This design comes from an exercise in tuning for small area and a short achievable clock period on the open sky130 flow, not from production work.
Only simulation tests tie the RTL to the original design; equivalence was not proved.
Power and IR drop assume default switching activity.

Setup of v6:
Design neuron, start of the top module:
module neuron(
    input  logic clk,
    input  logic rst_n,
    input  logic signed [7:0] x,
    input  logic signed [7:0] w,
    input  logic signed [7:0] bias,
    output logic signed [17:0] y
);
  logic [7:0] x1;
  logic [3:0] bone, btwo, bneg;
  wire [8:0] we = {w, 1'b0};
  logic [3:0] one_d, two_d, neg_d;
  always_comb begin
    for (int i = 0; i < 4; i++) begin
      one_d[i] = we[2*i+1] ^ we[2*i];
      two_d[i] = (we[2*i+2] & ~we[2*i+1] & ~we[2*i]) | (~we[2*i+2] & we[2*i+1] & we[2*i]);
      neg_d[i] = we[2*i+2] & ~(we[2*i+1] & we[2*i]);
    end
  end
  always_ff @(posedge clk) x1 <= x;
  always_ff @(posedge clk or negedge rst_n) begin
    if (!rst_n) begin
      bone <= 4'd0; btwo <= 4'd0; bneg <= 4'd0;
    end else begin
      bone <= one_d; btwo <= two_d; bneg <= neg_d;
    end
  end
  wire sel0_0 = (bone[0] & x1[0]);
  wire sel0_1 = (bone[0] & x1[1]) | (btwo[0] & x1[0]);
  wire sel0_2 = (bone[0] & x1[2]) | (btwo[0] & x1[1]);
  wire sel0_3 = (bone[0] & x1[3]) | (btwo[0] & x1[2]);
  wire sel0_4 = (bone[0] & x1[4]) | (btwo[0] & x1[3]);
  wire sel0_5 = (bone[0] & x1[5]) | (btwo[0] & x1[4]);
  wire sel0_6 = (bone[0] & x1[6]) | (btwo[0] & x1[5]);
  wire sel0_7 = (bone[0] & x1[7]) | (btwo[0] & x1[6]);
  wire sel0_8 = (bone[0] & x1[7]) | (btwo[0] & x1[7]);
  wire pp0_0 = sel0_0 ^ bneg[0];
  wire pp0_1 = sel0_1 ^ bneg[0];
  wire pp0_2 = sel0_2 ^ bneg[0];
  wire pp0_3 = sel0_3 ^ bneg[0];
  wire pp0_4 = sel0_4 ^ bneg[0];
  wire pp0_5 = sel0_5 ^ bneg[0];
  wire pp0_6 = sel0_6 ^ bneg[0];
  wire pp0_7 = sel0_7 ^ bneg[0];
  wire ps0_s = sel0_8 ^ bneg[0];
  wire sel1_0 = (bone[1] & x1[0]);
  wire sel1_1 = (bone[1] & x1[1]) | (btwo[1] & x1[0]);
  ...
Size in the first run: ~140 flip-flops, about 6300 um^2 of cells after synthesis.
==> flow/config.mk <==
export PLATFORM = sky130hd
export DESIGN_NAME = neuron
export DESIGN_NICKNAME = neuron
export VERILOG_FILES = /design/flow/design.v
export SDC_FILE = /design/flow/constraint.sdc
export NUM_CORES = 4
export LEC_CHECK = 0
export ABC_AREA = 1
export CAP_MARGIN = 20
export CORE_MARGIN = 2
export CORE_UTILIZATION = 50
export SETUP_SLACK_MARGIN = 3.75
export SLEW_MARGIN = 20
==> flow/constraint.sdc <==
create_clock -name core_clock -period 6.0 [get_ports {clk}]
set_input_delay 1.2000 -clock core_clock [delete_from_list [all_inputs] [get_ports {clk}]]
set_output_delay 1.2000 -clock core_clock [all_outputs]
set_load 0.01 [all_outputs]
standard.sh (not shown) runs the stock make flow with config.mk's settings and CLKGATE_MAP_FILE= SYNTH_SCRIPT=/design/flow/synth_recipe.tcl, a recipe that flattens the netlist after the stock synthesis.
==> flow/flow/run.sh <==
#!/bin/bash
# Standard ORFS layout, except that the port buffers are the smallest
# plain buffer (buffer_ports picks a slow delay cell by default) and the
# clock tree uses fewer, larger sink clusters and no dummy loads.
# Each step's full output goes to a log file in the work folder.
set -euo pipefail
export BUFFER_PORTS_ARGS="-buffer_cell sky130_fd_sc_hd__buf_1"
export CTS_ARGS="-sink_clustering_enable -repair_clock_nets -sink_clustering_size 30 -sink_clustering_max_diameter 200 -buf_list {sky130_fd_sc_hd__clkbuf_4 sky130_fd_sc_hd__clkbuf_8} -dont_use_dummy_load"
bash standard.sh synth > synth.log 2>&1
bash standard.sh > layout.log 2>&1
--- input diff v6..v7 ---
--- a/flow/design.v
+++ b/flow/design.v
@@ -12,22 +12,21 @@
   logic [3:0] one_d, two_d, neg_d;
   always_comb begin
     for (int i = 0; i < 4; i++) begin
       one_d[i] = we[2*i+1] ^ we[2*i];
       two_d[i] = (we[2*i+2] & ~we[2*i+1] & ~we[2*i]) | (~we[2*i+2] & we[2*i+1] & we[2*i]);
       neg_d[i] = we[2*i+2] & ~(we[2*i+1] & we[2*i]);
     end
   end
-  always_ff @(posedge clk) x1 <= x;
   always_ff @(posedge clk or negedge rst_n) begin
     if (!rst_n) begin
-      bone <= 4'd0; btwo <= 4'd0; bneg <= 4'd0;
+      x1 <= 8'd0; bone <= 4'd0; btwo <= 4'd0; bneg <= 4'd0;
     end else begin
-      bone <= one_d; btwo <= two_d; bneg <= neg_d;
+      x1 <= x; bone <= one_d; btwo <= two_d; bneg <= neg_d;
     end
   end
   wire sel0_0 = (bone[0] & x1[0]);
   wire sel0_1 = (bone[0] & x1[1]) | (btwo[0] & x1[0]);
   wire sel0_2 = (bone[0] & x1[2]) | (btwo[0] & x1[1]);
   wire sel0_3 = (bone[0] & x1[3]) | (btwo[0] & x1[2]);
   wire sel0_4 = (bone[0] & x1[4]) | (btwo[0] & x1[3]);
   wire sel0_5 = (bone[0] & x1[5]) | (btwo[0] & x1[4]);
Findings:
Summary of v7 over v6: worst max-slew margin expressed relative to the limit shows a reduction of 6.7 points, global-route usage did not really move.
Between v6 and v7, the XOR/XNOR share of the synthesized area does not differ in any meaningful way.
Relative to v6, synthesized area increased by 0.63% in v7.
Re overall power: v6 was higher than v7.
Compared v7 against v6; wire length of the first global-routing pass within noise.
Of v7 and v6, the run reporting the higher biggest cell delay along the critical path was v7.
Changes observed in v7 relative to v6: die area now larger; post-synthesis area per instance now larger; total of hold buffers inserted after clock tree synthesis comparable; routed wire length on met3 now smaller.
Diff v6 -> v7: time the final worst path needs with I/O delays and setup +0.0096 ns, fmax saw a decrease.

afterwards: timing with drivers on the ports:
The results above use ideal ports. As a check the final layouts listed here were re-extracted and re-timed, cells and wires unchanged. Step 1, drivers: a clkbuf_16 drives clk and a buf_2 each remaining input, both assumed. Step 2 also shifts input and output timing later by t, the mid clock arrival at the registers, as if the neighbouring blocks saw the same clock. Three values: ideal ports, drivers, drivers and shift; two values: the first two.
run | t, ns | setup WS [ns] | worst hold slack (ns) | clock arrival spread, ns
v6 | 0.446 | 3.883 / 3.853 / 3.617 | 0.315 / 0.315 / 0.315 | 0.032 / 0.032
v7 | 0.447 | 3.873 / 3.859 / 3.634 | 0.317 / 0.317 / 0.317 | 0.022 / 0.021
After both steps every run listed still meets setup and hold. For v6, which loses most, drivers alone change the setup slack by -0.030 ns; drivers and shift together by -0.266 ns.
